From an optimization exercise on the open Yosys and OpenROAD flow, aimed at small area, a short achievable clock period and few clock cycles per item; shortcuts taken in it are not production practice.
RTL that was checked went through simulation tests only; none was proved equivalent to the original.
Function not checked in runs 1 to 5: the RTL went through the layout flow alone.
In every run shown here, the design's own scripts or RTL, not TritonCTS, make the clock network.
The clock port is modelled as an ideal driver, which makes a skipped or thinned clock tree look cheaper than it is; a real chip needs a root buffer or a tree.
Power is estimated from default activity; no workload was simulated.

<file path="design/flow/config.mk">
export PLATFORM = sky130hd
export DESIGN_NAME = automaton
export DESIGN_NICKNAME = automaton
export VERILOG_FILES = /design/flow/design.v
export SDC_FILE = /design/flow/constraint.sdc
export NUM_CORES = 8
export LEC_CHECK = 0
export ABC_AREA = 0
export CAP_MARGIN = 20
export CORE_MARGIN = 2
export CORE_UTILIZATION = 50
export GPL_ROUTABILITY_DRIVEN = 1
export GPL_TIMING_DRIVEN = 1
export PLACE_DENSITY = 0.6
export SLEW_MARGIN = 20
export SYNTH_HIERARCHICAL = 1
</file>
<file path="design/flow/design.v">
`timescale 1ns / 1ps
module automaton_pick(
    input         world_in,
    input         c0,
    input         c1,
    input         is_read,
    input  [12:0] wr,           
    input  [12:0] rd,           
    output        do_wr,
    output [12:0] nxt);
    assign do_wr = is_read & (world_in ? c1 : c0);
    assign nxt   = do_wr ? wr : rd;
endmodule
module automaton(
    input               clk,
    input               rst,
    input      [31:0]   rule,
    output reg [5:0]    row,
    output reg [5:0]    col,
    output reg          world_we,
    input               world_in,
    output reg          world_out,
    output reg          update_done);
    reg [17:0] sr;          
    reg [63:0] st;          
    reg        c0, c1;      
    reg        halo;        
    reg        first;       
    reg        d1;          
    reg        is_read;     
    wire [5:0] row_p1 = row + 6'd1;
    wire [5:0] row_m8 = {row[5:3] - 3'd1, row[2:0]};
    wire [5:0] row_p9 = {row_p1[5:3] + 3'd1, row_p1[2:0]};
    wire [5:0] col_p1 = col + 6'd1;
    wire [5:0] col_m1 = col - 6'd1;
    wire       col63  = (col == 6'd63);
    reg  [5:0] nr_row, nr_col;
    reg        nr_halo;
    always @* begin
        if (is_read & halo) begin
            nr_row  = col63 ? row : row_m8;
            nr_col  = col_p1;
            nr_halo = 1'b0;
        end else begin
            nr_row  = (~is_read & col63) ? row_p9 : row_p1;
            nr_col  = is_read ? col : col_p1;
            nr_halo = (row[2:0] == 3'd7);
        end
    end
    wire       rh = is_read & halo;             
    wire       rd = is_read & ~halo;            
    wire       ncol0 = rd ? (col == 6'd0) : col63;             
    wire       mW    = rd ? (col == 6'd1) : (col == 6'd0);     
    wire       j0    = rh | (row[2:0] == 3'd7);                
    wire       mN    = rh ? (row == 6'd8) :                    
                       rd ? ((col == 6'd0) ? (row == 6'd7) : (row == 6'd63)) :
                            (row == 6'd63);
    wire       mS    = rh ? 1'b0 :                             
                       rd ? ((col == 6'd0) ? (row == 6'd6) : (row == 6'd62)) :
                            (row == 6'd62);
    wire       tS = is_read ? sr[6]  : sr[7];
    wire       tC = is_read ? sr[7]  : sr[8];
    wire       tN = is_read ? sr[8]  : sr[9];
    wire       tW = is_read ? sr[16] : sr[17];
    wire       bN = (j0 ? st[63] : tN) & ~mN;
    wire       bW = tW & ~mW;
    wire       bS = tS & ~mS;
    wire       r0 = rule[{bN, bW, tC, 1'b0, bS}];
    wire       r1 = rule[{bN, bW, tC, 1'b1, bS}];
    wire       valid = ~nr_halo & ~(first & ncol0);
    wire [5:0] wr_row = (col == 6'd0) ? row_m8 : row;
    wire       do_wr;
    wire [5:0] n_row, n_col;
    wire       n_halo;
    automaton_pick pick(.world_in(world_in), .c0(c0), .c1(c1),
                        .is_read(is_read),
                        .wr({wr_row, col_m1, 1'b0}),
                        .rd({nr_row, nr_col, nr_halo}),
                        .do_wr(do_wr), .nxt({n_row, n_col, n_halo}));
    always @(posedge clk) begin
        if (is_read)
            sr <= {sr[16:0], world_in};
        if (is_read & ~halo & (row[2:0] == 3'd0))
            st <= {st[62:0], sr[1]};
        world_out <= ~sr[8];
        if (rst) begin
            row <= 6'd0;
            col <= 6'd0;
            world_we <= 1'b0;
            is_read <= 1'b1;
            halo <= 1'b0;
            first <= 1'b1;
            c0 <= 1'b0;
            c1 <= 1'b0;
            d1 <= 1'b0;
            update_done <= 1'b0;
        end else begin
            row <= n_row;
            col <= n_col;
            halo <= n_halo;
            world_we <= do_wr;
            is_read <= ~do_wr;
            c0 <= valid & (r0 ^ tC);
            c1 <= valid & ((ncol0 ? r0 : r1) ^ tC);
            first <= first & (col == 6'd0);
            d1 <= is_read & ~first & (row == 6'd7) & (col == 6'd0);
            update_done <= d1;
        end
    end
endmodule
</file>
<file path="design/flow/flow/run.sh">
#!/bin/bash
set -euo pipefail
bash standard.sh SETUP_SLACK_MARGIN=7.3 BUFFER_PORTS_ARGS="-buffer_cell sky130_fd_sc_hd__buf_1" PRE_CTS_TCL=$(pwd)/flow/own_cts.tcl  finish > standard.log 2>&1
</file>
<file path="design/flow/constraint.sdc">
create_clock -name core_clock -period 10.0 [get_ports {clk}]
set_input_delay 2.0000 -clock core_clock [delete_from_list [all_inputs] [get_ports {clk}]]
set_output_delay 2.0000 -clock core_clock [all_outputs]
set_load 0.01 [all_outputs]
</file>
<file path="design/flow/flow/own_cts.tcl">
# Own clock tree, sourced as PRE_CTS_TCL. The clock port drives 4 clock
# buffers directly, and each buffer drives the clock pins of one group of
# flip-flops. With OWN_CTS_INV1 and OWN_CTS_INV2 set, each buffer is instead a
# pair of inverters: the port drives the first, the first drives only the
# second, and the second drives the group. The groups come from two cuts of
# the placed flip-flops: one across x or y, then one across each half the
# other way. The cut positions are searched so that the group with the
# largest estimated load (pin capacitance plus the wire of a minimum spanning
# tree) is as light as it can be. Every flip-flop is the same number of stages
# from the clock port.
# The tree is built in place of TritonCTS, that is after the CTS step's
# repair_clock_inverters (which would otherwise copy the inverters next to
# every flip-flop); the rest of the CTS step (legalisation, repair_timing)
# runs as usual.

# estimated load of a group in fF: 1.8 fF per clock pin, 0.12 fF per um of
# the minimum spanning tree over the pins (Prim)
proc own_cts_cost {pts} {
  set n [llength $pts]
  if {$n == 0} { return 0 }
  set xs [lmap p $pts {lindex $p 0}]
  set ys [lmap p $pts {lindex $p 1}]
  set in [lrepeat $n 0]
  set d [lrepeat $n 1e18]
  lset d 0 0
  set tot 0.0
  for {set k 0} {$k < $n} {incr k} {
    set best -1; set bd 1e18
    for {set i 0} {$i < $n} {incr i} {
      if {![lindex $in $i] && [lindex $d $i] < $bd} { set bd [lindex $d $i]; set best $i }
    }
    lset in $best 1
    set tot [expr {$tot + $bd}]
    set bx [lindex $xs $best]; set by [lindex $ys $best]
    for {set i 0} {$i < $n} {incr i} {
      if {![lindex $in $i]} {
        set dd [expr {abs([lindex $xs $i] - $bx) + abs([lindex $ys $i] - $by)}]
        if {$dd < [lindex $d $i]} { lset d $i $dd }
      }
    }
  }
  return [expr {1.8 * $n + 0.12 * $tot}]
}

# cut a list of {x y iterm} at fraction f along axis (0: x, 1: y)
proc own_cts_cut {pts axis f} {
  set pts [lsort -real -index $axis $pts]
  set k [expr {int(round([llength $pts] * $f))}]
  return [list [lrange $pts 0 [expr {$k - 1}]] [lrange $pts $k end]]
}

proc own_cts_build {} {
  set db [ord::get_db]
  set block [ord::get_db_block]
  set bufcell sky130_fd_sc_hd__clkbuf_16
  if {[info exists ::env(OWN_CTS_BUF)]} { set bufcell $::env(OWN_CTS_BUF) }
  set master [$db findMaster $bufcell]
  set inv1 ""
  if {[info exists ::env(OWN_CTS_INV1)] && [info exists ::env(OWN_CTS_INV2)]} {
    set inv1 [$db findMaster $::env(OWN_CTS_INV1)]
    set inv2 [$db findMaster $::env(OWN_CTS_INV2)]
  }
  set clknet [$block findNet clk]
  set dbu [$block getDbUnitsPerMicron]

  set sinks {}
  foreach it [$clknet getITerms] {
    set bb [[$it getInst] getBBox]
    set x [expr {([$bb xMin] + [$bb xMax]) / 2.0 / $dbu}]
    set y [expr {([$bb yMin] + [$bb yMax]) / 2.0 / $dbu}]
    lappend sinks [list $x $y $it]
  }
  puts "own_cts: [llength $sinks] clock sinks"

  set fracs {0.38 0.40 0.42 0.44 0.46 0.48 0.50 0.52 0.54 0.56 0.58 0.60 0.62}
  set best {}
  set bestcost 1e18
  foreach axis {0 1} {
    foreach f1 $fracs {
      set sub {}
      set worst 0
      foreach h [own_cts_cut $sinks $axis $f1] {
        set hb {}; set hc 1e18
        foreach f2 $fracs {
          set q [own_cts_cut $h [expr {1 - $axis}] $f2]
          set c [expr {max([own_cts_cost [lindex $q 0]], [own_cts_cost [lindex $q 1]])}]
          if {$c < $hc} { set hc $c; set hb $q }
        }
        lappend sub {*}$hb
        set worst [expr {max($worst, $hc)}]
      }
      if {$worst < $bestcost} { set bestcost $worst; set best $sub }
    }
  }
  puts "own_cts: worst estimated group load [format %.1f $bestcost] fF"

  set i 0
  foreach g $best {
    set sx 0.0; set sy 0.0
    foreach p $g { set sx [expr {$sx + [lindex $p 0]}]; set sy [expr {$sy + [lindex $p 1]}] }
    set cx [expr {int($sx / [llength $g] * $dbu)}]
    set cy [expr {int($sy / [llength $g] * $dbu)}]
    set net [odb::dbNet_create $block "clknet_own_$i"]
    $net setSigType CLOCK
    if {$inv1 eq ""} {
      set inst [odb::dbInst_create $block $master "clkbuf_own_$i"]
      [$inst findITerm A] connect $clknet
      [$inst findITerm X] connect $net
      set placed [list $inst]
    } else {
      set a [odb::dbInst_create $block $inv1 "clkinv_own_a$i"]
      set b [odb::dbInst_create $block $inv2 "clkinv_own_b$i"]
      set mid [odb::dbNet_create $block "clknet_own_m$i"]
      $mid setSigType CLOCK
      [$a findITerm A] connect $clknet
      [$a findITerm Y] connect $mid
      [$b findITerm A] connect $mid
      [$b findITerm Y] connect $net
      set placed [list $b $a]
    }
    foreach p $g {
      set it [lindex $p 2]
      $it disconnect
      $it connect $net
    }
    set dx 0
    foreach inst $placed {
      $inst setLocation [expr {$cx + $dx}] $cy
      $inst setPlacementStatus PLACED
      set dx [expr {$dx + [[$inst getMaster] getWidth]}]
    }
    puts "own_cts: group $i at ($cx, $cy): [llength $g] sinks, estimated [format %.1f [own_cts_cost $g]] fF"
    incr i
  }
}

rename clock_tree_synthesis tritoncts_unused
proc clock_tree_synthesis {args} {
  own_cts_build
  puts "own_cts: clock tree built by own_cts.tcl, TritonCTS skipped"
  set_propagated_clock [all_clocks]
}
</file>
<file path="design/flow/standard.sh">
#!/bin/bash
# synth_recipe.tcl (not shown) runs the flow's synth.tcl, then flattens the netlist and writes it again
# the make line also repeats each setting of config.mk as NAME=value (left out here)
make -C /OpenROAD-flow-scripts/flow DESIGN_CONFIG=/design/flow/config.mk WORK_HOME=/design/flow/orfs CLKGATE_MAP_FILE= SYNTH_SCRIPT=/design/flow/synth_recipe.tcl "${@:-finish}"
</file>
==> metrics.cfg, run 1 <==
[status]
status=finished clean

[detailed_routing]
drc=0
wl_um=7450
first_iter_violations=113
vias_per_cell=5.36
first_pass_iters=4
wl_per_cell_um=15.6
antenna_left=0
via_count=2560

[floorplan]
die_h_um=98.5
core_area_um2=8680
initial_core_util_pct=51.4
pin_count=50
die-area_um2=9690
die_w_um=98.5
fp-row-count=34

[global_route]
track_usage_pct=15.1
grt_pass1_vias=2403
grt_pass1_wl_um=12200
grt_max_degree=65
overflow=0
antenna_found_initial=0

[timing]
hold_slack_ps=425
hold_viol_final=0
finalWorstSetupSlack_ps=6940
min_period_ps=3060
slew_violations=0
relSlewSlack_pct=49.2
final-setup-viol-count=0
skew_ps=5.09
fin_setup_tns_ps=0
worst_pin_slew_ps=762
finalCritPeriodShare_pct=30.6
grt_setup_unrepaired=yes
fmax_mhz=327

[cells_and_area]
drive_gt1_share_pct=21.9
stdcell_count=478
utilization_pct=58.4
nFillCells=735
antenna_cells=0
area_delta_synth_final_pct=13.6
fin_area_um2=5070
nNetsFinal=417

[power_and_ir_drop]
p_sw_mw=0.532
swShare_pct=31.8
p_comb_share_pct=37.7
internal_power_mw=1.14
p_leak_nw=1.93
ir_worst_vdd_mv=0.146
seq_power_share_pct=52.3
totalPowerFinal_mw=1.67
p_clk_share_pct=10.0
cellPowerDensity_nw_per_um2=330

[yosys]
synth_area_leaders=edfxtp_1, dfxtp_1, mux2_4
yosys_warnings=7
syn_avg_cell_area_um2=14.0
async_flop_share_pct=0
synth_seq_cells=103
synthTopCellsByCount=edfxtp_1, nand2_1, dfxtp_1
netlist_area_um2=4460
synthesis.nets=364
synth_top_area_cell=edfxtp_1
synth_most_common_cell=edfxtp_1
synth_edf_count=82
post-synth-top-area-fraction_pct=55.2
syn_inst=319
synth-seq-area-share_pct=64.6
synth_ff_type=edfxtp_1
synth_cell_types=55

[worst_setup_path]
critical_path_class=in -> reg
cp.arrival_ps=3110
r2r-end=c1
regToRegStartpoint=row[3]
crit_end=c1
setup.worst_path.start=rule[9]
crit_fanout=3
critPathRequiredTime_ps=10050
r2r_cells=8
r2r_slack_ps=6980
startpoint_type=input pin
crit_path_end_kind=flop

[placed_design]
place_inst=461
dp_hpwl_um=4550
dpl_cell_area_um2=4690
port_buffers=49
pre_cts_ws_ps=6630
routabilityCongestion=0.758

[min_path]
hp-class=reg -> reg

[clocking]
clk_latency_ps=150
hold_buffers=0
clkTransAtPathRegs_ps=90

[run]
max_cap_violations=0

==> logic make-up after synthesis <==
family,synth area share [%]
compound gates,6.45
xor+xnor,3.73
fa+ha+maj,2.81
buf+inv,4.10
flops,64.6
mux,7.49
other cells,0.0841
simple gates,10.7
==> final cells by class <==
class | count | area, µm² | share of cell area (%)
Multi-Input combinational cell | 186 | 1490 | 29.4
Sequential cell | 103 | 2930 | 57.9
Tap cell | 108 | 135 | 2.67
Timing Repair Buffer | 62 | 352 | 6.94
Buffer | 4 | 100 | 1.98
Inverter | 15 | 58.8 | 1.16
==> modules after synthesis, one instance, submodules excluded <==
module	times used	cells inside
automaton_pick	1	17
automaton	1	302
==> worst max-delay path, cell delays in order <==
cell      delay [ps]
buf_1             70
nand2_1           60
a21oi_2          160
a311oi_1          60
mux4_2           550
nand4b_1         120
o211ai_1          90
==> metal layers <==
metal  up-vias  routed length, µm  global-route usage (%)
li1       1277                  -                       -
met1      1242               3790                    24.8
met2        36               3310                    23.3
met3         5                279                    1.13
met4         0                 70                    1.26
met5         -                  0                       0
==> timing repair <==
item,4_1_cts,5_1_grt
gates cloned,2,0
resized for setup,51,7
endpoints found under the setup margin,31,29
pin swaps,4,3
buffers inserted,3,8
endpoints found under the hold margin,0,0
==> cell usage in the layout, fill, tap and decap left out, types with 2 or more instances in the layout <==
cell	n
a311oi_1	4
ha_1	10
a21oi_2	2
a21oi_1	4
buf_6	4
edfxtp_1	82
dfxtp_1	8
nor3_1	5
and3_1	5
dfxtp_4	13
clkbuf_16	5
and2_1	2
nand2_1	24
nand3_1	4
nand2b_1	3
or4_4	2
o31ai_1	2
nand4_1	4
nor2_1	10
inv_1	13
mux2_4	13
mux2_2	6
nand3b_1	2
nor3b_1	2
o21ai_0	10
mux2i_1	6
xor2_1	3
o211ai_1	4
nor2b_1	15
nand2_8	2
buf_1	35
xnor2_1	16
buf_2	11
buf_4	10
==> worst min path at each step <==
stage,slack (ps),end,cells past startpoint,from
after floorplan,400,sr[11],0,sr[10]
after global placement,400,st[47],0,st[46]
after detailed placement,400,st[33],0,st[32]
after CTS,430,st[7],0,st[6]
after global routing,430,st[37],0,st[36]
final,430,st[33],0,st[32]
==> registers in the layout (all words and copies together), names as in the netlist, 6 cells and up <==
signal	cells
sr	18
row	6
col	6
st	64
==> power by group through the flow <==
| stage | clock, mW | sequential [mW] | combinational, mW |
|---|---|---|---|
| floorplan | 0 | 0.836 | 0.486 |
| global placement | 0 | 0.876 | 0.548 |
| detailed placement | 0 | 0.876 | 0.558 |
| CTS | 0.177 | 0.884 | 0.597 |
| global route | 0.184 | 0.905 | 0.703 |
| finish | 0.167 | 0.876 | 0.630 |
==> run 2: changes to the inputs <==
==> design/flow/design.v (replaced) <==
`timescale 1ns / 1ps
module automaton_rule(
    input  [31:0] rule,
    input  [15:0] sel,          
    output        ch0,
    output        ch1);
    wire [15:0] x0, x1;
    genvar i;
    generate
        for (i = 0; i < 16; i = i + 1) begin : g
            assign x0[i] = rule[{i[3:1], 1'b0, i[0]}] ^ i[1];
            assign x1[i] = rule[{i[3:1], 1'b1, i[0]}] ^ i[1];
        end
    endgenerate
    assign ch0 = |(sel & x0);
    assign ch1 = |(sel & x1);
endmodule
module automaton_pick(
    input         world_in,
    input         ch0,
    input         ch1,
    input         go,           
    input  [12:0] wr,           
    input  [12:0] rd,           
    output        do_wr,
    output [12:0] nxt);
    assign do_wr = go & (world_in ? ch1 : ch0);
    assign nxt   = do_wr ? wr : rd;
endmodule
module automaton(
    input               clk,
    input               rst,
    input      [31:0]   rule,
    output reg [5:0]    row,
    output reg [5:0]    col,
    output reg          world_we,
    input               world_in,
    output reg          world_out,
    output reg          update_done);
    reg [17:0] sr;          
    reg [63:0] st;          
    reg        c0, c1;      
    reg        em;          
    reg        halo;        
    reg        first;       
    reg        d1;          
    wire       is_read = ~world_we;
    reg  [5:0] nr_row, nr_col;
    reg        nr_halo;
    always @* begin
        if (is_read & halo) begin
            nr_row  = (col == 6'd63) ? row : row - 6'd8;
            nr_col  = col + 6'd1;
            nr_halo = 1'b0;
        end else begin
            nr_row  = row + ((~is_read & (col == 6'd63)) ? 6'd9 : 6'd1);
            nr_col  = is_read ? col : col + 6'd1;
            nr_halo = (row[2:0] == 3'd7);
        end
    end
    wire       rh = is_read & halo;             
    wire       rd = is_read & ~halo;            
    wire       ncol0 = rd ? (col == 6'd0) : (col == 6'd63);    
    wire       mW    = rd ? (col == 6'd1) : (col == 6'd0);     
    wire       j0    = rh | (row[2:0] == 3'd7);                
    wire       mN    = rh ? (row == 6'd8) :                    
                       rd ? ((col == 6'd0) ? (row == 6'd7) : (row == 6'd63)) :
                            (row == 6'd63);
    wire       mS    = rh ? 1'b0 :                             
                       rd ? ((col == 6'd0) ? (row == 6'd6) : (row == 6'd62)) :
                            (row == 6'd62);
    wire       tS = is_read ? sr[6]  : sr[7];
    wire       tC = is_read ? sr[7]  : sr[8];
    wire       tN = is_read ? sr[8]  : sr[9];
    wire       tW = is_read ? sr[16] : sr[17];
    wire       bN = (j0 ? st[63] : tN) & ~mN;
    wire       bW = tW & ~mW;
    wire       bS = tS & ~mS;
    wire       valid = ~rst & ~nr_halo & ~(first & ncol0);
    wire       ch0, ch1;
    automaton_rule lut(.rule(rule),
                       .sel(valid ? 16'd1 << {bN, bW, tC, bS} : 16'd0),
                       .ch0(ch0), .ch1(ch1));
    wire [5:0] wr_row = (col == 6'd0) ? row - 6'd8 : row;
    wire       do_wr;
    wire [5:0] n_row, n_col;
    wire       n_halo;
    automaton_pick pick(.world_in(world_in), .ch0(c0), .ch1(em ? c0 : c1),
                        .go(is_read & ~rst),
                        .wr({wr_row, col - 6'd1, 1'b0}),
                        .rd(rst ? 13'd0 : {nr_row, nr_col, nr_halo}),
                        .do_wr(do_wr), .nxt({n_row, n_col, n_halo}));
    always @(posedge clk) begin
        if (is_read)
            sr <= {sr[16:0], world_in};
        if (is_read & ~halo & (row[2:0] == 3'd0))
            st <= {st[62:0], sr[1]};
        world_out <= ~sr[8];
        row <= n_row;
        col <= n_col;
        halo <= n_halo;
        world_we <= do_wr;
        c0 <= ch0;
        c1 <= ch1;
        em <= ncol0;
        if (rst) begin
            first <= 1'b1;
            d1 <= 1'b0;
            update_done <= 1'b0;
        end else begin
            first <= first & (col == 6'd0);
            d1 <= is_read & ~first & (row == 6'd7) & (col == 6'd0);
            update_done <= d1;
        end
    end
endmodule
==> design/flow/flow/run.sh (replaced) <==
#!/bin/bash
set -euo pipefail
bash standard.sh SETUP_SLACK_MARGIN=7.35 BUFFER_PORTS_ARGS="-buffer_cell sky130_fd_sc_hd__buf_1" PRE_CTS_TCL=$(pwd)/flow/own_cts.tcl  finish > standard.log 2>&1
--- a/design/flow/config.mk
+++ b/design/flow/config.mk
@@ -6,5 +6,5 @@
 export NUM_CORES = 8
 export LEC_CHECK = 0
-export ABC_AREA = 0
+export ABC_AREA = 1
 export CAP_MARGIN = 20
 export CORE_MARGIN = 2
==> run 2 against run 1 <==
Compared with the run above:
- critical path depth is 5 higher
- clock skew is 5.0 ps higher
- setup slack better by 180 ps
- register-to-register slack better by 680 ps
- critical endpoint is now c0
- global-route usage is 0.85 points higher
- final area is 0.22% higher
- highest routed layer unchanged
- fmax is 6.1% higher
- largest power group unchanged
==> metrics.cfg, run 2 <==
[worst_setup_path]
startpoint_type=input pin
crit_path_end_kind=flop
r2r_slack_ps=7660
regToRegStartpoint=world_we
crit_fanout=8
critical_path_class=in -> reg
critPathRequiredTime_ps=10110
cp.arrival_ps=2990
r2r_cells=11
r2r-end=c1

[power_and_ir_drop]
cellPowerDensity_nw_per_um2=279
totalPowerFinal_mw=1.41
ir_worst_vdd_mv=0.146
p_leak_nw=2.03

[global_route]
grt_max_degree=65
grt_pass1_vias=2751
overflow=0
grt_pass1_wl_um=13100
track_usage_pct=16.0
antenna_found_initial=0

[cells_and_area]
top_register=st
drive_gt1_share_pct=17.3
nNetsFinal=526
area_delta_synth_final_pct=11.7
top_regs=st x64, sr x18
final_common_cell=nand2_1
utilization_pct=57.9
largest_reg_flops=64
antenna_cells=0
stdcell_count=588
final_cell_mix=nand2_1, edfxtp_1, inv_1

[yosys]
synth_area_leaders=edfxtp_1, dfxtp_1, nand2_1
synth_edf_count=82
netlist_area_um2=4540
synth-simple-area-share_pct=21.6
synth_top_family_by_area=simple AND/OR/NAND/NOR gates
async_flop_share_pct=0
synth_top_area_cell=edfxtp_1
synth-seq-area-share_pct=63.4
syn_inst=431
synth_xor_area_share_pct=1.16
synth_cell_types=31
synth_seq_cells=103
synthesis.nets=475
synthTopCellsByCount=nand2_1, edfxtp_1, inv_1
synth_compound_area_share_pct=4.13
post-synth-top-area-fraction_pct=54.2
synth_ff_type=edfxtp_1
syn_avg_cell_area_um2=10.5
synthAdderAreaFrac_pct=2.48
synth_most_common_cell=nand2_1
yosys_warnings=7
synth.area.mux_share_pct=0.248

[min_path]
worstHoldPathCells=2
hp-start=d1
hold_path_end=update_done
hp-class=reg -> reg

[floorplan]
pin_count=50
core_area_um2=8760
fp-row-count=34
initial_core_util_pct=51.9
die_w_um=99.3
die-area_um2=9870
die_h_um=99.3

[timing]
finalCritPeriodShare_pct=28.9
fin_setup_tns_ps=0
worst_pin_slew_ps=811
finalWorstSetupSlack_ps=7110
relSlewSlack_pct=45.9
grt_setup_unrepaired=yes
slew_violations=0
hold_viol_final=0
skew_ps=10.0
min_period_ps=2890
fmax_mhz=346
final-setup-viol-count=0

[detailed_routing]
wl_um=7890
via_count=2897
vias_per_cell=4.93
antenna_left=0
drc=0
first_iter_violations=199
wl_per_cell_um=13.4
first_pass_iters=4

[placed_design]
port_buffers=49
routabilityCongestion=0.852
pre_cts_ws_ps=6790
dp_hpwl_um=5150
place_inst=578

[clocking]
clk_latency_ps=160
hold_buffers=0
clkTransAtPathRegs_ps=100

[status]
status=finished clean

[run]
max_cap_violations=0

-- run 2: cell count changes after synthesis, sizes merged, moves of 15 or more --
cell and delta:
nor2 +29, xnor2 -16, nor2b -15, mux2 -18
inv +45, nand2 +86, nand3 +28
-- run 2: timing repair --
item / 4_1_cts / 5_1_grt
hold endpoints to repair: 0 / 0
gates resized for setup: 31 / 11
pin swaps: 7 / 1
cloned: 0 / 1
endpoints found under the setup margin: 31 / 30
buffers inserted: 3 / 2
-- run 2: layer usage --
metal	share of wire, %	GRT usage (%)	wire, µm
met1	49	24.9	3890
met2	45	25.8	3550
met3	5.0	1.34	391
met4	0.80	1.58	63
met5	0	0	0
-- run 2: critical path: stages --
cell and delay (ps):
buf_8 110, a21oi_2 90, nand2_1 60, inv_2 90, nand3_4 180, nor2_4 140, nand2_1 60, nand2_1 60
inv_1 30, nand2_1 60, nor2_2 50, nand2_1 60
-- run 2: cell families after synthesis --
| family | count (synthesis) |
|---|---|
| compound gates | 37 |
| fa+ha+maj | 9 |
| xor+xnor | 6 |
| simple gates | 203 |
| mux | 1 |
| flops | 103 |
| buf+inv | 71 |
| other cells | 1 |
-- run 2: area by class of cell --
cell class	count	area [µm²]
Buffer	4	100
Fill cell	748	3690
Inverter	60	225
Multi-Input combinational cell	258	1450
Sequential cell	103	2900
Tap cell	108	135
Timing Repair Buffer	55	264
-- run 2: report_power, final --
part	leakage [nW]	switching, mW	internal (mW)	total, mW
Clock	0.0493	0.0970	0.0735	0.170
Combinational	0.993	0.292	0.130	0.422
Sequential	0.986	0.0824	0.740	0.823
Total	2.03	0.471	0.943	1.41
-- run 2: how the worst max path moves through the flow --
stage,startpoint,to,cells after the start
finish,rst,c0,12
detailed placement,rst,c0,10
global placement,rst,c0,10
floorplan,rst,c0,11
CTS,rst,c0,12
global route,rst,c0,12
-- run 2: per-stage QoR --
stage          hold slack (ps)  area, µm²
4_1_cts                    420       5020
5_1_grt                    431       5080
2_1_floorplan              388       4590
3_5_place_dp               405       4830
3_3_place_gp               403       4830
6_report                   415       5080
-- run 2: modules after synthesis (local to each module, per instance) --
module          cells  flip-flops and latches
automaton         301                     103
automaton_rule     78                       0
automaton_pick     52                       0
==> run 3: changes to the inputs <==
--- a/design/flow/design.v
+++ b/design/flow/design.v
@@ -77,5 +77,5 @@
     wire       bW = tW & ~mW;
     wire       bS = tS & ~mS;
-    wire       valid = ~rst & ~nr_halo & ~(first & ncol0);
+    wire       valid = ~nr_halo & ~(first & ncol0);
     wire       ch0, ch1;
     automaton_rule lut(.rule(rule),
@@ -101,12 +101,14 @@
         halo <= n_halo;
         world_we <= do_wr;
-        c0 <= ch0;
-        c1 <= ch1;
         em <= ncol0;
         if (rst) begin
+            c0 <= 1'b0;
+            c1 <= 1'b0;
             first <= 1'b1;
             d1 <= 1'b0;
             update_done <= 1'b0;
         end else begin
+            c0 <= ch0;
+            c1 <= ch1;
             first <= first & (col == 6'd0);
             d1 <= is_read & ~first & (row == 6'd7) & (col == 6'd0);
==> run 3 against run 2 <==
Compared with the run above:
- total power increased by 7.3%
- critical path depth decreased by 11
- sequential share of layout area decreased by 2.4 points
- cell count increased by 3.6%
- die area increased by 0.93%
- final area increased by 5.2%
- routed wire length increased by 12%
==> metrics.cfg, run 3 <==
[yosys]
synth.area.mux_share_pct=0.245
synth_xor_area_share_pct=1.15
synth-seq-area-share_pct=62.8
synth_edf_count=82
yosys_warnings=7
synth_compound_area_share_pct=3.60
netlist_area_um2=4590
synth_top_area_cell=edfxtp_1
synthTopCellsByCount=nand2_1, edfxtp_1, inv_1
synth_most_common_cell=nand2_1
synth_seq_cells=103
synth_cell_types=31
synth-simple-area-share_pct=22.7
synth_ff_type=edfxtp_1
synthAdderAreaFrac_pct=2.45
synth_top_family_by_area=simple AND/OR/NAND/NOR gates
synthesis.nets=478
post-synth-top-area-fraction_pct=53.7
syn_avg_cell_area_um2=10.6
async_flop_share_pct=0
synth_area_leaders=edfxtp_1, dfxtp_1, nand2_1
syn_inst=434

[power_and_ir_drop]
p_leak_nw=2.17
p_clk_share_pct=11.2
swShare_pct=34.3
cellPowerDensity_nw_per_um2=284
ir_worst_vdd_mv=0.183
p_sw_mw=0.520
internal_power_mw=0.998
seq_power_share_pct=53.1
p_comb_share_pct=35.7
totalPowerFinal_mw=1.52

[floorplan]
pin_count=50
die-area_um2=9960
die_h_um=99.8
fp-row-count=34
die_w_um=99.8
core_area_um2=8810
initial_core_util_pct=52.1

[timing]
skew_ps=13.3
final-setup-viol-count=0
relSlewSlack_pct=48.7
grt_setup_unrepaired=yes
worst_pin_slew_ps=769
finalWorstSetupSlack_ps=7350
hold_viol_final=0
finalCritPeriodShare_pct=26.5
min_period_ps=2650
hold_slack_ps=412
fin_setup_tns_ps=0
slew_violations=0
fmax_mhz=377

[cells_and_area]
nFillCells=759
stdcell_count=609
drive_gt1_share_pct=21.4
top_register=st
area_delta_synth_final_pct=16.5
utilization_pct=60.7
fin_area_um2=5340
final_cell_mix=nand2_1, edfxtp_1, inv_1
largest_reg_flops=64
nNetsFinal=547
final_common_cell=nand2_1
top_regs=st x64, sr x18
antenna_cells=0

[placed_design]
dpl_cell_area_um2=4840
port_buffers=49
dp_hpwl_um=5400
place_inst=581
pre_cts_ws_ps=6700
routabilityCongestion=0.902

[worst_setup_path]
critPathRequiredTime_ps=8000
cp.arrival_ps=650
crit_fanout=2
crit_path_end_kind=primary output
cp_top_family=flip-flops
crit_path_cell_trace=buf_6
crit_slowest_cell=dfxtp_4
critical_path_class=reg -> out
slowest_delay_ps=370
cp_num_buf_inv=1
startpoint_type=flop

[detailed_routing]
first_iter_violations=190
drc=0
wl_per_cell_um=14.5
via_count=3150
vias_per_cell=5.17
first_pass_iters=4
wl_um=8810
antenna_left=0

[global_route]
grt_pass1_vias=2953
track_usage_pct=17.2
grt_pass1_wl_um=14100
overflow=0
antenna_found_initial=0
grt_max_degree=65

[status]
status=finished clean

[run]
max_cap_violations=0

[clocking]
hold_buffers=0
clkTransAtPathRegs_ps=100
clk_latency_ps=160

[min_path]
hp-class=reg -> reg

[run 3: changes by cell type after synthesis, sizes merged, moves of 2 or more]
cell   before  now
nor2       40   45
nor3        4    8
a21oi      16   14
nand2     111  109
nand3      33   31
[run 3: modules after synthesis, one instance, submodules excluded]
module	flops+latches	cell area, µm²	cells inside	times used
automaton_pick	0	249	52	1
automaton_rule	0	315	78	1
automaton	103	4020	304	1
[run 3: what timing repair did]
| item | 4_1_cts | 5_1_grt |
|---|---|---|
| endpoints found under the setup margin | 29 | 29 |
| resized for setup | 46 | 25 |
| gates cloned | 1 | 2 |
| pin swaps | 1 | 3 |
| buffers inserted | 15 | 6 |
[run 3: worst paths after layout]
check / from / to / slack (ps) / depth (start not counted)
worst max-delay path: world_we / world_we / 7350 / 1
worst min-delay path: d1 / update_done / 410 / 2
worst max register to register: col[0] / c1 / 7600 / 18
worst min register to register: d1 / update_done / 410 / 2
[run 3: metal layers]
layer / wire, µm / global-route usage (%) / vias up
met4: 189 / 3.06 / 0
li1: - / - / 1569
met2: 3900 / 27.8 / 96
met5: 0 / 0 / -
met3: 504 / 0.836 / 14
met1: 4220 / 26.4 / 1471
[run 3: final cells by class]
type                    instances  area [µm²]  share of cell area, %
well taps                     108         135                   2.53
flip-flops and latches        103        2930                   54.8
repair buffers                 72         497                   9.30
multi-input cells             261        1450                   27.1
repair inverters                1        7.51                  0.140
plain buffers                   4         100                   1.87
inverters                      60         229                   4.28
[run 3: power by group through the flow]
| stage | registers [mW] | logic [mW] | clock network, mW |
|---|---|---|---|
| 6_report | 0.806 | 0.541 | 0.170 |
| 3_5_place_dp | 0.822 | 0.453 | 0 |
| 3_3_place_gp | 0.825 | 0.448 | 0 |
| 2_1_floorplan | 0.799 | 0.357 | 0 |
| 5_1_grt | 0.825 | 0.603 | 0.188 |
| 4_1_cts | 0.806 | 0.511 | 0.174 |
[run 3: tightest hold or removal path, cell delays in order (launching register included)]
cell and delay (ps):
dfxtp_1 310, inv_1 40, nor2_1 30
[run 3: logic make-up after synthesis]
group / Yosys count
fa+ha+maj: 9
flops: 103
buf+inv: 71
compound gates: 33
xor+xnor: 6
other cells: 1
mux: 1
simple gates: 210
==> run 4: changes to the inputs <==
==> design/flow/flow/run.sh (replaced) <==
#!/bin/bash
set -euo pipefail
bash standard.sh SETUP_SLACK_MARGIN=7.2 BUFFER_PORTS_ARGS="-buffer_cell sky130_fd_sc_hd__buf_1" PRE_CTS_TCL=$(pwd)/flow/own_cts.tcl  finish > standard.log 2>&1
==> run 4 against run 3 <==
Compared with the run above:
- fmax shrank 4.9%
- via count shrank 6.0%
- first-iteration DRC count is the same
- die area is the same
- clock skew shrank 6.3 ps
- utilization shrank 4.0 points
- highest routed layer unchanged
==> metrics.cfg, run 4 <==
[status]
status=finished clean

[yosys]
synth_edf_count=82
syn_avg_cell_area_um2=10.6
synth_seq_cells=103
netlist_area_um2=4590
synth-seq-area-share_pct=62.8
synth_most_common_cell=nand2_1
post-synth-top-area-fraction_pct=53.7
synth_ff_type=edfxtp_1
synth_top_area_cell=edfxtp_1
syn_inst=434
synthTopCellsByCount=nand2_1, edfxtp_1, inv_1
yosys_warnings=7
synth_cell_types=31
synthesis.nets=478
synth_area_leaders=edfxtp_1, dfxtp_1, nand2_1
async_flop_share_pct=0

[min_path]
hp-class=reg -> reg
hp-start=d1

[cells_and_area]
final_common_cell=nand2_1
final_cell_mix=nand2_1, edfxtp_1, inv_1
seq_area_um2=2910
fin_area_um2=4990
utilization_pct=56.7
top_register=st
top_regs=st x64, sr x18
nFillCells=772
nNetsFinal=526
largest_reg_flops=64
area_delta_synth_final_pct=8.84
multi_input_area_um2=1400
drive_gt1_share_pct=12.7
antenna_cells=0

[timing]
finalCritPeriodShare_pct=27.9
min_period_ps=2790
skew_ps=6.97
fmax_mhz=359
worst_pin_slew_ps=782
fin_setup_tns_ps=0
grt_setup_unrepaired=yes
final-setup-viol-count=0
hold_viol_final=0
slew_violations=0
relSlewSlack_pct=47.9

[global_route]
grt_pass1_wl_um=12600
grt_max_degree=65
grt_pass1_vias=2673
overflow=0
track_usage_pct=15.5
antenna_found_initial=0

[worst_setup_path]
crit_path_end_kind=primary output
regToRegStartpoint=col[0]
crit_fanout=10
cp_num_buf_inv=1
critical_path_class=reg -> out
startpoint_type=flop
crit_path_cell_trace=buf_1
critPathRequiredTime_ps=8000
cp.arrival_ps=790
setup.worst_path.start=world_we
slowest_delay_ps=460
crit_slowest_cell=dfxtp_4
cp_top_family=flip-flops

[placed_design]
dp_hpwl_um=5350
routabilityCongestion=0.838
dpl_cell_area_um2=4840
port_buffers=49

[detailed_routing]
via_count=2960
wl_um=7990
wl_per_cell_um=13.6
first_iter_violations=190
antenna_left=0
vias_per_cell=5.03
drc=0
first_pass_iters=4

[power_and_ir_drop]
ir_worst_vdd_mv=0.168
p_leak_nw=1.97
totalPowerFinal_mw=1.44
cellPowerDensity_nw_per_um2=289

[floorplan]
die-area_um2=9960
die_w_um=99.8
die_h_um=99.8
pin_count=50
initial_core_util_pct=52.1
fp-row-count=34
core_area_um2=8810

[run]
max_cap_violations=0

[clocking]
hold_buffers=0
clk_latency_ps=160
clkTransAtPathRegs_ps=90

[run 4: cell counts after synthesis]
No cell type changed its count.
[run 4: final timing paths]
path / endpoint / slack [ps] / cells after the start
worst max-delay path: world_we / 7210 / 1
worst min-delay path: update_done / 420 / 2
worst max register to register: c0 / 7720 / 17
worst min register to register: update_done / 420 / 2
[run 4: report_power, final]
group,internal [mW],switching [mW],total [mW]
Sequential,0.737,0.0871,0.824
Combinational,0.139,0.313,0.452
Clock,0.0733,0.0941,0.167
[run 4: final cells by class]
class / count / area share [%]
Timing Repair inverter: 1 / 0.100
Sequential cell: 103 / 58.3
Tap cell: 108 / 2.71
Multi-Input combinational cell: 260 / 28.1
Inverter: 60 / 4.59
Timing Repair Buffer: 52 / 4.23
Buffer: 4 / 2.00
[run 4: kinds of logic after synthesis]
logic type | Yosys count | share of synthesized area (%)
AO/OA/AOI/OAI | 33 | 3.60
AND/OR/NAND/NOR | 210 | 22.7
buffers and inverters | 71 | 6.98
flip-flops | 103 | 62.8
other | 1 | 0.0817
multiplexers | 1 | 0.245
XOR/XNOR | 6 | 1.15
adder cells (fa/ha/maj) | 9 | 2.45
[run 4: timing repair]
item / 4_1_cts / 5_1_grt
endpoints found under the setup margin: 24 / 10
resized for setup: 11 / 9
buffers inserted: 2 / 0
pin swaps: 1 / 0
gates cloned: 0 / 1
[run 4: per-module statistics from Yosys, one instance, submodules excluded]
| module | flip-flops and latches | cell area (µm²) |
|---|---|---|
| automaton | 103 | 4020 |
| automaton_rule | 0 | 315 |
| automaton_pick | 0 | 249 |
[run 4: metrics by stage]
stage                     hold WS, ps  worst slack (ps)  cells
after floorplan                   388              7210    434
after global placement            401              6830    581
after detailed placement          401              6790    581
after CTS                         419              7120    587
after global routing              426              7170    588
final                             416              7210    588
[run 4: routing by layer]
metal  part of all wire [%]  track usage, %
met5                      0               0
met4                   0.68            1.05
met3                    6.4            2.16
met2                     44            25.8
met1                     49            23.2
==> run 5: changes to the inputs <==
--- a/design/flow/design.v
+++ b/design/flow/design.v
@@ -77,5 +77,5 @@
     wire       bW = tW & ~mW;
     wire       bS = tS & ~mS;
-    wire       valid = ~nr_halo & ~(first & ncol0);
+    wire       valid = ~rst & ~nr_halo & ~(first & ncol0);
     wire       ch0, ch1;
     automaton_rule lut(.rule(rule),
@@ -101,14 +101,12 @@
         halo <= n_halo;
         world_we <= do_wr;
+        c0 <= ch0;
+        c1 <= ch1;
         em <= ncol0;
         if (rst) begin
-            c0 <= 1'b0;
-            c1 <= 1'b0;
             first <= 1'b1;
             d1 <= 1'b0;
             update_done <= 1'b0;
         end else begin
-            c0 <= ch0;
-            c1 <= ch1;
             first <= first & (col == 6'd0);
             d1 <= is_read & ~first & (row == 6'd7) & (col == 6'd0);
==> run 5 against run 4 <==
Compared with the run above:
- still clean on timing, DRC and antenna
- global-route usage up 0.13 points
- total power is 2.6% lower
- worst hold slack got worse by 3.4 ps
- routed wire length decreased by 1.1%
- setup slack got worse by 160 ps
- via count rose by 2.3%
- sequential share of layout area fell by 0.90 points
- register-to-register slack lost 80 ps
- largest power group unchanged
==> metrics.cfg, run 5 <==
[status]
status=finished clean

[global_route]
antenna_found_initial=0
grt_pass1_wl_um=13000
grt_pass1_vias=2785
track_usage_pct=15.7
overflow=0
grt_max_degree=65

[yosys]
post-synth-top-area-fraction_pct=54.2
synth_ff_type=edfxtp_1
synth_area_leaders=edfxtp_1, dfxtp_1, nand2_1
synthTopCellsByCount=nand2_1, edfxtp_1, inv_1
synth_top_area_cell=edfxtp_1
synth_most_common_cell=nand2_1
synthesis.nets=475
syn_inst=431
synth_cell_types=31
synth_seq_cells=103
syn_avg_cell_area_um2=10.5
synth_edf_count=82
synth-seq-area-share_pct=63.4
yosys_warnings=7
async_flop_share_pct=0
netlist_area_um2=4540

[worst_setup_path]
cp_num_buf_inv=3
crit_slowest_cell=nand3_4
r2r-end=c0
critPathRequiredTime_ps=10090
slowest_delay_ps=190
startpoint_type=input pin
r2r_cells=14
cp_num_cells=12
crit_path_cell_trace=buf_8 > a21oi_2 > nand2_1 > inv_2 > nand3_4 > nor2_2 > nand2_1 > nand2_1 > inv_1 > nand2_1 > nor2_1 > nand2_1
setup.worst_path.start=rst
crit_fanout=8
crit_top_cell=nand2_1
critical_path_class=in -> reg
cp.arrival_ps=3040
cp_top_family=simple AND/OR/NAND/NOR gates
crit_end=c0
r2r_slack_ps=7640
regToRegStartpoint=world_we
crit_path_end_kind=flop

[floorplan]
initial_core_util_pct=51.9
die-area_um2=9870
die_h_um=99.3
pin_count=50
core_area_um2=8760
die_w_um=99.3
fp-row-count=34

[placed_design]
port_buffers=49
dp_hpwl_um=5260
dpl_cell_area_um2=4790
routabilityCongestion=0.832

[timing]
worst_pin_slew_ps=760
fmax_mhz=339
skew_ps=10.4
slew_violations=0
finalCritPeriodShare_pct=29.5
fin_setup_tns_ps=0
min_period_ps=2950
hold_viol_final=0
grt_setup_unrepaired=yes
final-setup-viol-count=0
relSlewSlack_pct=49.3

[detailed_routing]
first_pass_iters=4
wl_um=7890
antenna_left=0
wl_per_cell_um=13.4
via_count=3028
drc=0
first_iter_violations=164
vias_per_cell=5.12

[cells_and_area]
final_cell_mix=nand2_1, edfxtp_1, inv_1
top_register=st
largest_reg_flops=64
antenna_cells=0
final_common_cell=nand2_1
drive_gt1_share_pct=14.5
nNetsFinal=529
utilization_pct=57.7
nFillCells=770
top_regs=st x64, sr x18
fin_area_um2=5060
area_delta_synth_final_pct=11.3

[power_and_ir_drop]
p_leak_nw=1.99
cellPowerDensity_nw_per_um2=278
ir_worst_vdd_mv=0.215

[min_path]
hp-class=reg -> reg

[clocking]
clkTransAtPathRegs_ps=90
hold_buffers=0
clk_latency_ps=160

[run]
max_cap_violations=0

## run 5: cell types whose count changed after synthesis, sizes merged
cell | previous run | this run
nor3b | 1 | 0
a21oi | 14 | 16
o211ai | 0 | 1
nor2 | 45 | 40
o21ai | 19 | 20
nand3 | 31 | 33
nor3 | 8 | 4
nand4 | 13 | 12
nand2 | 109 | 111
## run 5: timing repair
item                       CTS  global route
pin swaps                   11             1
resized for setup           32             4
cloned                       0             2
buffers inserted             6             1
setup endpoints to repair   26            10
## run 5: how the worst min path moves through the flow
stage	slack [ps]	cells after the start	from	endpoint
after floorplan	390	2	d1	update_done
after global placement	400	0	st[60]	st[61]
after detailed placement	400	2	d1	update_done
after CTS	410	2	d1	update_done
after global routing	430	0	st[35]	st[36]
final	410	2	d1	update_done
## run 5: final cells by class
type	count	area (µm²)	area share, %
Timing Repair inverter	1	7.51	0.148
Timing Repair Buffer	57	255	5.05
Sequential cell	103	2900	57.4
Multi-Input combinational cell	258	1430	28.3
Tap cell	108	135	2.67
Inverter	60	229	4.53
Buffer	4	100	1.98
## run 5: Yosys stat by module (local to each module, per instance)
module | flip-flops and latches | cells inside | copies in the design
automaton | 103 | 301 | 1
automaton_pick | 0 | 52 | 1
automaton_rule | 0 | 78 | 1
## run 5: worst reg2reg max path, delay by kind of cell (launching register included)
family                 cells  cell delay [ps]
buffers and inverters      3              790
DFF                        1              360
and+or+nand+nor           11             1160
## run 5: through the flow
stage / total power, mW / hold slack, ps / cells / setup WS (ps)
2_1_floorplan: 1.11 / 388 / 431 / 7200
3_3_place_gp: 1.21 / 401 / 578 / 6440
3_5_place_dp: 1.22 / 401 / 578 / 6370
4_1_cts: 1.41 / 415 / 588 / 7050
5_1_grt: 1.50 / 435 / 591 / 6920
6_report: 1.41 / 412 / 591 / 7050
## run 5: layer usage
| metal | share of wire, % | track usage [%] |
|---|---|---|
| met3 | 4.7 | 0.773 |
| met5 | 0 | 0 |
| met1 | 48 | 23.4 |
| met4 | 0.82 | 1.48 |
| met2 | 47 | 26.8 |
## run 5: report_power, final
| group | switching (mW) | internal, mW | total, mW |
|---|---|---|---|
| Clock | 0.0929 | 0.0733 | 0.166 |
| Sequential | 0.0825 | 0.739 | 0.822 |
| Combinational | 0.294 | 0.124 | 0.418 |
## run 5: cells by family after synthesis
logic type | synth area share, %
flip-flops | 63.4
adder cells (fa/ha/maj) | 2.48
XOR/XNOR | 1.16
multiplexers | 0.248
buffers and inverters | 6.83
other | 0.0825
AO/OA/AOI/OAI | 4.13
AND/OR/NAND/NOR | 21.6
==> run 6: changes to the inputs <==
--- a/design/flow/design.v
+++ b/design/flow/design.v
@@ -44,6 +44,5 @@
     reg        halo;        
     reg        first;       
-    reg        d1;          
-    wire       is_read = ~world_we;
+    reg        is_read;     
     reg  [5:0] nr_row, nr_col;
     reg        nr_halo;
@@ -77,5 +76,5 @@
     wire       bW = tW & ~mW;
     wire       bS = tS & ~mS;
-    wire       valid = ~rst & ~nr_halo & ~(first & ncol0);
+    wire       valid = ~nr_halo & ~(first & ncol0);
     wire       ch0, ch1;
     automaton_rule lut(.rule(rule),
@@ -101,15 +100,16 @@
         halo <= n_halo;
         world_we <= do_wr;
-        c0 <= ch0;
-        c1 <= ch1;
+        is_read <= ~do_wr;
         em <= ncol0;
         if (rst) begin
+            c0 <= 1'b0;
+            c1 <= 1'b0;
             first <= 1'b1;
-            d1 <= 1'b0;
             update_done <= 1'b0;
         end else begin
+            c0 <= ch0;
+            c1 <= ch1;
             first <= first & (col == 6'd0);
-            d1 <= is_read & ~first & (row == 6'd7) & (col == 6'd0);
-            update_done <= d1;
+            update_done <= is_read & halo & ~first & (row == 6'd8) & (col == 6'd0);
         end
     end
==> run 6 against run 5 <==
Compared with the run above:
- sequential share of layout area increased by 1.9 points
- routed wire length fell by 3.0%
- synthesized cell count is 2.6% lower
- register-to-register slack better by 50 ps
- cell count down 2.9%
- utilization down 1.6 points
- worst hold slack gained 10 ps
- setup slack better by 200 ps
- via count decreased by 5.2%
- flip-flop and latch count unchanged
- total power grew 2.5%
- critical path type is now reg -> out
==> metrics.cfg, run 6 <==
[cells_and_area]
utilization_pct=56.1
top_register=st
top_regs=st x64, sr x18
area_delta_synth_final_pct=8.79
antenna_cells=0
final_cell_mix=nand2_1, edfxtp_1, buf_1
stdcell_count=574
nNetsFinal=512
largest_reg_flops=64
final_common_cell=nand2_1
drive_gt1_share_pct=12.2

[detailed_routing]
antenna_left=0
wl_per_cell_um=13.3
first_iter_violations=124
first_pass_iters=4
vias_per_cell=5.00
drc=0
via_count=2872
wl_um=7660

[timing]
final-setup-viol-count=0
min_period_ps=2750
slew_violations=0
finalCritPeriodShare_pct=27.5
grt_setup_unrepaired=no
fmax_mhz=364
hold_viol_final=0
worst_pin_slew_ps=761
skew_ps=7.52
fin_setup_tns_ps=0
relSlewSlack_pct=49.3

[worst_setup_path]
slowest_delay_ps=420
critPathRequiredTime_ps=8000
cp_top_family=flip-flops
cp.arrival_ps=750
cp_num_buf_inv=1
crit_path_end_kind=primary output
r2r_slack_ps=7690
critical_path_class=reg -> out
crit_fanout=7
crit_slowest_cell=dfxtp_2
crit_path_cell_trace=buf_1
startpoint_type=flop

[power_and_ir_drop]
ir_worst_vdd_mv=0.169
p_clk_share_pct=11.6
cellPowerDensity_nw_per_um2=295
p_comb_share_pct=30.7
totalPowerFinal_mw=1.44
seq_power_share_pct=57.7
p_sw_mw=0.488
swShare_pct=33.9
internal_power_mw=0.952
p_leak_nw=1.96

[yosys]
syn_avg_cell_area_um2=10.7
synthAdderAreaFrac_pct=2.50
synthTopCellsByCount=nand2_1, edfxtp_1, inv_1
async_flop_share_pct=0
synth_area_leaders=edfxtp_1, dfxtp_1, nand2_1
post-synth-top-area-fraction_pct=54.8
syn_inst=420
synth_ff_type=edfxtp_1
synth.area.mux_share_pct=0.473
synth_top_area_cell=edfxtp_1
synth_top_family_by_area=simple AND/OR/NAND/NOR gates
synth_seq_cells=103
synth_compound_area_share_pct=3.81
yosys_warnings=7
synth_most_common_cell=nand2_1
synthesis.nets=464
synth_xor_area_share_pct=1.36
synth_edf_count=82
netlist_area_um2=4500
synth-seq-area-share_pct=64.1
synth_cell_types=35
synth-simple-area-share_pct=20.9

[status]
status=finished clean

[floorplan]
core_area_um2=8720
initial_core_util_pct=51.5
pin_count=50
die_w_um=98.8
fp-row-count=34
die-area_um2=9770
die_h_um=98.8

[run]
max_cap_violations=0

[global_route]
grt_max_degree=65
grt_pass1_wl_um=12500
track_usage_pct=15.3
antenna_found_initial=0
grt_pass1_vias=2685
overflow=0

[placed_design]
place_inst=568
port_buffers=49
dp_hpwl_um=5290
routabilityCongestion=0.814

[clocking]
hold_buffers=0
clk_latency_ps=160
clkTransAtPathRegs_ps=90

[min_path]
hp-class=reg -> reg

==> run 6: cell count changes after synthesis, sizes merged, moves of 2 or more <==
cell,change
nand3,-6
inv,-5
o21ai,-5
a211oi,+2
a21oi,-2
nor3,+2
==> run 6: area by class of cell <==
cell class / instances / area, µm²
plain buffers: 4 / 100
fillers: 783 / 3830
inverters: 56 / 214
multi-input cells: 250 / 1330
flip-flops and latches: 103 / 2900
well taps: 108 / 135
repair buffers: 52 / 210
repair inverters: 1 / 5.00
==> run 6: power by group through the flow <==
| stage | registers (mW) | clock network (mW) | logic [mW] |
|---|---|---|---|
| 5_1_grt | 0.855 | 0.184 | 0.501 |
| 2_1_floorplan | 0.808 | 0 | 0.346 |
| 3_5_place_dp | 0.833 | 0 | 0.443 |
| 4_1_cts | 0.834 | 0.174 | 0.445 |
| 3_3_place_gp | 0.833 | 0 | 0.436 |
| 6_report | 0.832 | 0.167 | 0.442 |
==> run 6: per-module statistics from Yosys (local to each module, per instance) <==
module	area [µm²]	flops+latches
automaton	3930	103
automaton_rule	315	0
automaton_pick	249	0
==> run 6: cell families (layout without fill, tap and decap cells) <==
logic type / count (synthesis) / in the layout
muxes: 2 / 2
and+or+nand+nor: 200 / 200
buffers and inverters: 67 / 113
DFF: 103 / 103
AOI/OAI and AO/OA: 31 / 31
adders and majority gates: 9 / 9
other: 1 / 1
xor gates and xnor gates: 7 / 7
==> run 6: timing repair <==
action | CTS | global route
resized for setup | 9 | 6
cloned | 0 | 1
setup endpoints to repair | 23 | 7
pin swaps | 1 | 0
setup buffers | 1 | 0
==> run 6: path summary, 6_finish.rpt <==
kind,start,end,cells after the start
worst max register to register,col[0],c1,18
worst max-delay path,row[3],row[3],1
worst min-delay path,st[51],st[52],0
worst min register to register,st[51],st[52],0
==> run 6: through the flow <==
step | hold WS [ps] | setup slack (ps) | area (µm²)
detailed placement | 406 | 6790 | 4750
global route | 434 | 7210 | 4890
finish | 423 | 7250 | 4890
CTS | 428 | 7200 | 4870
global placement | 401 | 6830 | 4750
floorplan | 400 | 7240 | 4510
==> run 6: metal layers <==
metal | wire length [µm] | vias to the layer above | GRT usage (%)
met5 | 0 | - | 0
met4 | 108 | 0 | 2.00
met3 | 283 | 5 | 0.709
met2 | 3530 | 54 | 26.0
met1 | 3730 | 1338 | 22.8
li1 | - | 1475 | -
Testbench counts of run 6, summed over its fixed seeds: cycles 2,499,633, generations 384.
==> run 7: changes to the inputs <==
==> design/flow/flow/run.sh (replaced) <==
#!/bin/bash
set -euo pipefail
bash standard.sh SETUP_SLACK_MARGIN=7.3 BUFFER_PORTS_ARGS="-buffer_cell sky130_fd_sc_hd__buf_1" PRE_CTS_TCL=$(pwd)/flow/own_cts.tcl  finish > standard.log 2>&1
==> run 7 against run 6 <==
Compared with the run above:
- still clean
- register-to-register slack got worse by 30 ps
- routed wire length increased by 4.1%
- sequential share of layout area decreased by 1.7 points
- die area unchanged
- highest routed layer unchanged
- largest cell class unchanged
- area after synthesis unchanged
==> metrics.cfg, run 7 <==
[cells_and_area]
top_register=st
utilization_pct=58.3
nNetsFinal=528
antenna_cells=0
area_delta_synth_final_pct=13.0
drive_gt1_share_pct=18.3
largest_reg_flops=64
final_cell_mix=nand2_1, edfxtp_1, inv_1
final_common_cell=nand2_1
top_regs=st x64, sr x18

[placed_design]
dp_hpwl_um=5120
port_buffers=49
routabilityCongestion=0.783

[power_and_ir_drop]
swShare_pct=33.5
p_sw_mw=0.495
ir_worst_vdd_mv=0.199
internal_power_mw=0.985
p_leak_nw=2.10
p_clk_share_pct=11.4
seq_power_share_pct=55.6
p_comb_share_pct=33.1
cellPowerDensity_nw_per_um2=291

[timing]
worst_pin_slew_ps=772
hold_slack_ps=421
skew_ps=10.4
fmax_mhz=374
finalCritPeriodShare_pct=26.7
final-setup-viol-count=0
min_period_ps=2670
grt_setup_unrepaired=yes
slew_violations=0
fin_setup_tns_ps=0
relSlewSlack_pct=48.5
hold_viol_final=0

[worst_setup_path]
r2r-end=c0
crit_path_end_kind=flop
r2r_slack_ps=7660
r2r_cells=17
critical_path_class=in -> reg
startpoint_type=input pin
critPathRequiredTime_ps=10100
cp.arrival_ps=2780
regToRegStartpoint=is_read
crit_fanout=13

[min_path]
hp-start=sr[3]
hold_path_end=sr[4]
hp-class=reg -> reg
worstHoldPathCells=0

[global_route]
track_usage_pct=16.1
grt_pass1_vias=2746
antenna_found_initial=0
overflow=0
grt_max_degree=65
grt_pass1_wl_um=13200

[floorplan]
fp-row-count=34
initial_core_util_pct=51.5
pin_count=50
die-area_um2=9770
core_area_um2=8720
die_h_um=98.8
die_w_um=98.8

[yosys]
synthTopCellsByCount=nand2_1, edfxtp_1, inv_1
synth_ff_type=edfxtp_1
synth_area_leaders=edfxtp_1, dfxtp_1, nand2_1
post-synth-top-area-fraction_pct=54.8
synth_seq_cells=103
synthesis.nets=464
synth-seq-area-share_pct=64.1
netlist_area_um2=4500
syn_avg_cell_area_um2=10.7
syn_inst=420
synth_most_common_cell=nand2_1
yosys_warnings=7
synth_edf_count=82
synth_cell_types=35
synth_top_area_cell=edfxtp_1
async_flop_share_pct=0

[detailed_routing]
vias_per_cell=5.02
wl_per_cell_um=13.5
antenna_left=0
via_count=2963
first_iter_violations=141
wl_um=7970
drc=0
first_pass_iters=4

[clocking]
clk_latency_ps=160
clkTransAtPathRegs_ps=100

[run]
max_cap_violations=0

[status]
status=finished clean

[run 7: per-layer routing]
layer  track usage (%)  vias up  share of wire (%)
li1                  -     1516                  -
met1              25.8     1368                 50
met2              25.2       70                 44
met3             0.922        9                4.7
met4              2.00        0                1.4
met5                 0        -                  0
[run 7: area by class of cell]
cell class | instances | area (µm²)
well taps | 108 | 135
inverters | 56 | 214
flip-flops and latches | 103 | 2930
fillers | 733 | 3640
repair inverters | 1 | 7.51
plain buffers | 4 | 100
multi-input cells | 251 | 1340
repair buffers | 67 | 353
[run 7: stage by stage]
step / total power, mW / worst slack, ps / instances / instance area [µm²]
3_3_place_gp: 1.27 / 6780 / 568 / 4750
2_1_floorplan: 1.15 / 7290 / 420 / 4530
4_1_cts: 1.47 / 7300 / 577 / 4950
3_5_place_dp: 1.27 / 6710 / 568 / 4750
6_report: 1.48 / 7330 / 590 / 5080
5_1_grt: 1.59 / 7290 / 590 / 5080
[run 7: Yosys stat by module (local to each module, per instance)]
module / times used / cells inside / flip-flops and latches
automaton_rule: 1 / 78 / 0
automaton: 1 / 290 / 103
automaton_pick: 1 / 52 / 0
[run 7: worst max-delay path, stage by stage]
cell and delay, ps:
buf_4 180, nor2_4 210, buf_6 190, nand3_1 100, nand2_1 90
[run 7: power by group through the flow]
stage               Combinational (mW)  Clock (mW)  Sequential, mW
floorplan                        0.347           0           0.808
global placement                 0.437           0           0.832
detailed placement               0.442           0           0.830
CTS                              0.462       0.176           0.830
global route                     0.558       0.189           0.846
finish                           0.490       0.168           0.823
[run 7: worst max path at each step]
stage	start	cells after the start	to	slack (ps)
finish	rst	5	col[0]	7330
global route	rst	5	col[0]	7290
CTS	row[0]	1	row[0]	7300
detailed placement	rst	6	row[0]	6710
global placement	rst	5	row[5]	6780
floorplan	rst	6	row[0]	7290
[run 7: timing repair]
item,in CTS,in global routing
setup endpoints to repair,28,23
hold buffers,0,0
pin swaps,1,3
resized for setup,37,8
gates cloned,1,1
setup buffers,4,12
[run 7: cells by family after synthesis]
family | count (synthesis) | share of synthesized area (%)
fa+ha+maj | 9 | 2.50
flops | 103 | 64.1
compound gates | 31 | 3.81
other cells | 1 | 0.0834
xor+xnor | 7 | 1.36
buf+inv | 67 | 6.71
mux | 2 | 0.473
simple gates | 200 | 20.9
==> run 8: changes to the inputs <==
==> design/flow/flow/run.sh (replaced) <==
#!/bin/bash
set -euo pipefail
bash standard.sh SETUP_SLACK_MARGIN=7.1 BUFFER_PORTS_ARGS="-buffer_cell sky130_fd_sc_hd__buf_1" PRE_CTS_TCL=$(pwd)/flow/own_cts.tcl  finish > standard.log 2>&1
==> run 8 against run 7 <==
Compared with the run above:
- total power is 2.9% lower
- synthesized cell count is the same
- largest cell class unchanged
- cell count down 2.2%
- via count shrank 3.2%
- combinational power fell by 9.2%
- clock power about the same
- setup slack got worse by 160 ps
- register-to-register slack worse by 150 ps
- flip-flop and latch count is the same
==> metrics.cfg, run 8 <==
[power_and_ir_drop]
p_sw_mw=0.487
internal_power_mw=0.951
ir_worst_vdd_mv=0.181
seq_power_share_pct=57.5
p_comb_share_pct=30.9
cellPowerDensity_nw_per_um2=294
p_leak_nw=1.99
swShare_pct=33.9
p_clk_share_pct=11.6

[cells_and_area]
top_regs=st x64, sr x18
drive_gt1_share_pct=11.1
top_register=st
area_delta_synth_final_pct=8.99
fin_area_um2=4900
final_cell_mix=nand2_1, edfxtp_1, buf_1
stdcell_count=577
utilization_pct=56.2
antenna_cells=0
final_common_cell=nand2_1
nNetsFinal=515
largest_reg_flops=64

[yosys]
synth_top_area_cell=edfxtp_1
synth_area_leaders=edfxtp_1, dfxtp_1, nand2_1
synth_most_common_cell=nand2_1
syn_inst=420
synthTopCellsByCount=nand2_1, edfxtp_1, inv_1
syn_avg_cell_area_um2=10.7
synth_edf_count=82
synth_cell_types=35
async_flop_share_pct=0
yosys_warnings=7
netlist_area_um2=4500
synthesis.nets=464
synth_seq_cells=103
synth_ff_type=edfxtp_1
synth-seq-area-share_pct=64.1
post-synth-top-area-fraction_pct=54.8

[worst_setup_path]
crit_end=row[3]
cp_top_family=flip-flops
slowest_delay_ps=480
r2r_cells=17
r2r_slack_ps=7510
crit_slowest_cell=dfxtp_1
regToRegStartpoint=is_read
critical_path_class=reg -> out
cp.arrival_ps=830
cp_num_buf_inv=1
crit_path_end_kind=primary output
critPathRequiredTime_ps=8000
r2r-end=c1
crit_path_cell_trace=buf_1
cp_num_cells=1
setup.worst_path.start=row[3]
crit_fanout=7
startpoint_type=flop

[global_route]
track_usage_pct=15.3
grt_pass1_wl_um=12600
grt_pass1_vias=2640
overflow=0
antenna_found_initial=0
grt_max_degree=63

[detailed_routing]
wl_um=7650
antenna_left=0
wl_per_cell_um=13.3
first_iter_violations=148
vias_per_cell=4.97
via_count=2868
first_pass_iters=4
drc=0

[timing]
finalCritPeriodShare_pct=28.3
fin_setup_tns_ps=0
skew_ps=7.81
worst_pin_slew_ps=709
hold_viol_final=0
grt_setup_unrepaired=no
relSlewSlack_pct=52.7
fmax_mhz=353
slew_violations=0
final-setup-viol-count=0
hold_slack_ps=425
min_period_ps=2830

[floorplan]
core_area_um2=8720
die-area_um2=9770
die_w_um=98.8
initial_core_util_pct=51.5
fp-row-count=34
die_h_um=98.8
pin_count=50

[status]
status=finished clean

[placed_design]
routabilityCongestion=0.803
place_inst=568
port_buffers=49
dp_hpwl_um=5160
dpl_cell_area_um2=4750

[run]
max_cap_violations=0

[min_path]
worstHoldPathCells=0
hp-class=reg -> reg

[clocking]
clk_latency_ps=160
clkTransAtPathRegs_ps=90

## run 8: cells by family (layout without fill, tap and decap cells)
group | after synthesis | in the layout | synth area share (%)
fa+ha+maj | 9 | 9 | 2.50
simple gates | 200 | 200 | 20.9
buf+inv | 67 | 116 | 6.71
compound gates | 31 | 31 | 3.81
flops | 103 | 103 | 64.1
xor+xnor | 7 | 7 | 1.36
other cells | 1 | 1 | 0.0834
mux | 2 | 2 | 0.473
## run 8: power groups by stage
stage               Sequential [mW]  Combinational [mW]  Clock (mW)
floorplan                     0.808               0.345           0
global placement              0.832               0.437           0
detailed placement            0.829               0.444           0
CTS                           0.829               0.445       0.173
global route                  0.848               0.508       0.188
finish                        0.827               0.445       0.167
## run 8: area by class of cell
cell class	count	area, µm²
repair buffers	56	241
flip-flops and latches	103	2890
plain buffers	4	100
inverters	56	210
fillers	772	3820
well taps	108	135
multi-input cells	250	1330
## run 8: worst min path at each step
stage,start,end,slack [ps]
after floorplan,sr[10],sr[11],400
after global placement,sr[3],sr[4],400
after detailed placement,sr[13],sr[14],400
after CTS,sr[13],sr[14],430
after global routing,sr[2],sr[3],430
final,sr[4],sr[5],420
## run 8: layer usage
metal / global-route usage (%) / wire length, µm / vias up
met5: 0 / 0 / -
met4: 1.90 / 122 / 0
met3: 0.780 / 385 / 9
met2: 25.9 / 3440 / 74
met1: 23.0 / 3700 / 1301
li1: - / - / 1484
## run 8: metrics by stage
stage / setup slack, ps / power, mW
after floorplan: 7120 / 1.15
after global placement: 6650 / 1.27
after detailed placement: 6570 / 1.27
after CTS: 7110 / 1.45
after global routing: 7110 / 1.54
final: 7170 / 1.44
## run 8: what timing repair did
item / 4_1_cts / 5_1_grt
pin swaps: 1 / 1
cloned: 0 / 0
endpoints found under the setup margin: 15 / 18
buffers inserted: 0 / 5
gates resized for setup: 2 / 4
hold buffers: 0 / 0
## run 8: per-module statistics from Yosys, one instance, submodules excluded
module          flops+latches  area, µm²  copies in the design
automaton_rule              0        315                     1
automaton_pick              0        249                     1
automaton                 103       3930                     1

## separate check: timing with driven ports
Ports are ideal in the flow. The routed layouts listed here were re-timed in OpenROAD. Step 1 sets driving cells, clkbuf_16 on the clock port and buf_2 on the other inputs (assumed; they add their load-dependent delay and slew). Step 2, shift: input delay + t, output delay - t, t = (earliest + latest rising clock arrival at the registers) / 2. This alone moves slack from input paths to output paths. a / b / c = no drivers / after step 1 / after step 2; a / b = the first two.
run | shift t [ns] | setup slack, ns | worst setup path after step 2 | latest minus earliest clock arrival (ns) | pins driven straight from the clock port
run 1 | 0.232 | 6.937 / 6.975 / 6.762 | input to register | 0.006 / 0.005 | 4
run 2 | 0.228 | 7.114 / 7.148 / 6.920 | input to register | 0.010 / 0.010 | 4
run 3 | 0.229 | 7.350 / 7.276 / 7.128 | input to register | 0.013 / 0.013 | 4
run 4 | 0.230 | 7.214 / 7.137 / 7.088 | input to register | 0.009 / 0.009 | 4
run 5 | 0.224 | 7.054 / 7.087 / 6.863 | input to register | 0.011 / 0.010 | 4
run 6 | 0.231 | 7.250 / 7.172 / 7.165 | input to register | 0.008 / 0.007 | 4
run 7 | 0.228 | 7.327 / 7.255 / 7.148 | input to register | 0.011 / 0.010 | 4
run 8 | 0.228 | 7.169 / 7.093 / 7.066 | input to register | 0.008 / 0.008 | 4
After both steps setup and hold are still met in every run listed. For run 3, which loses most, drivers alone change the setup slack by -0.074 ns; drivers and shift together by -0.222 ns.
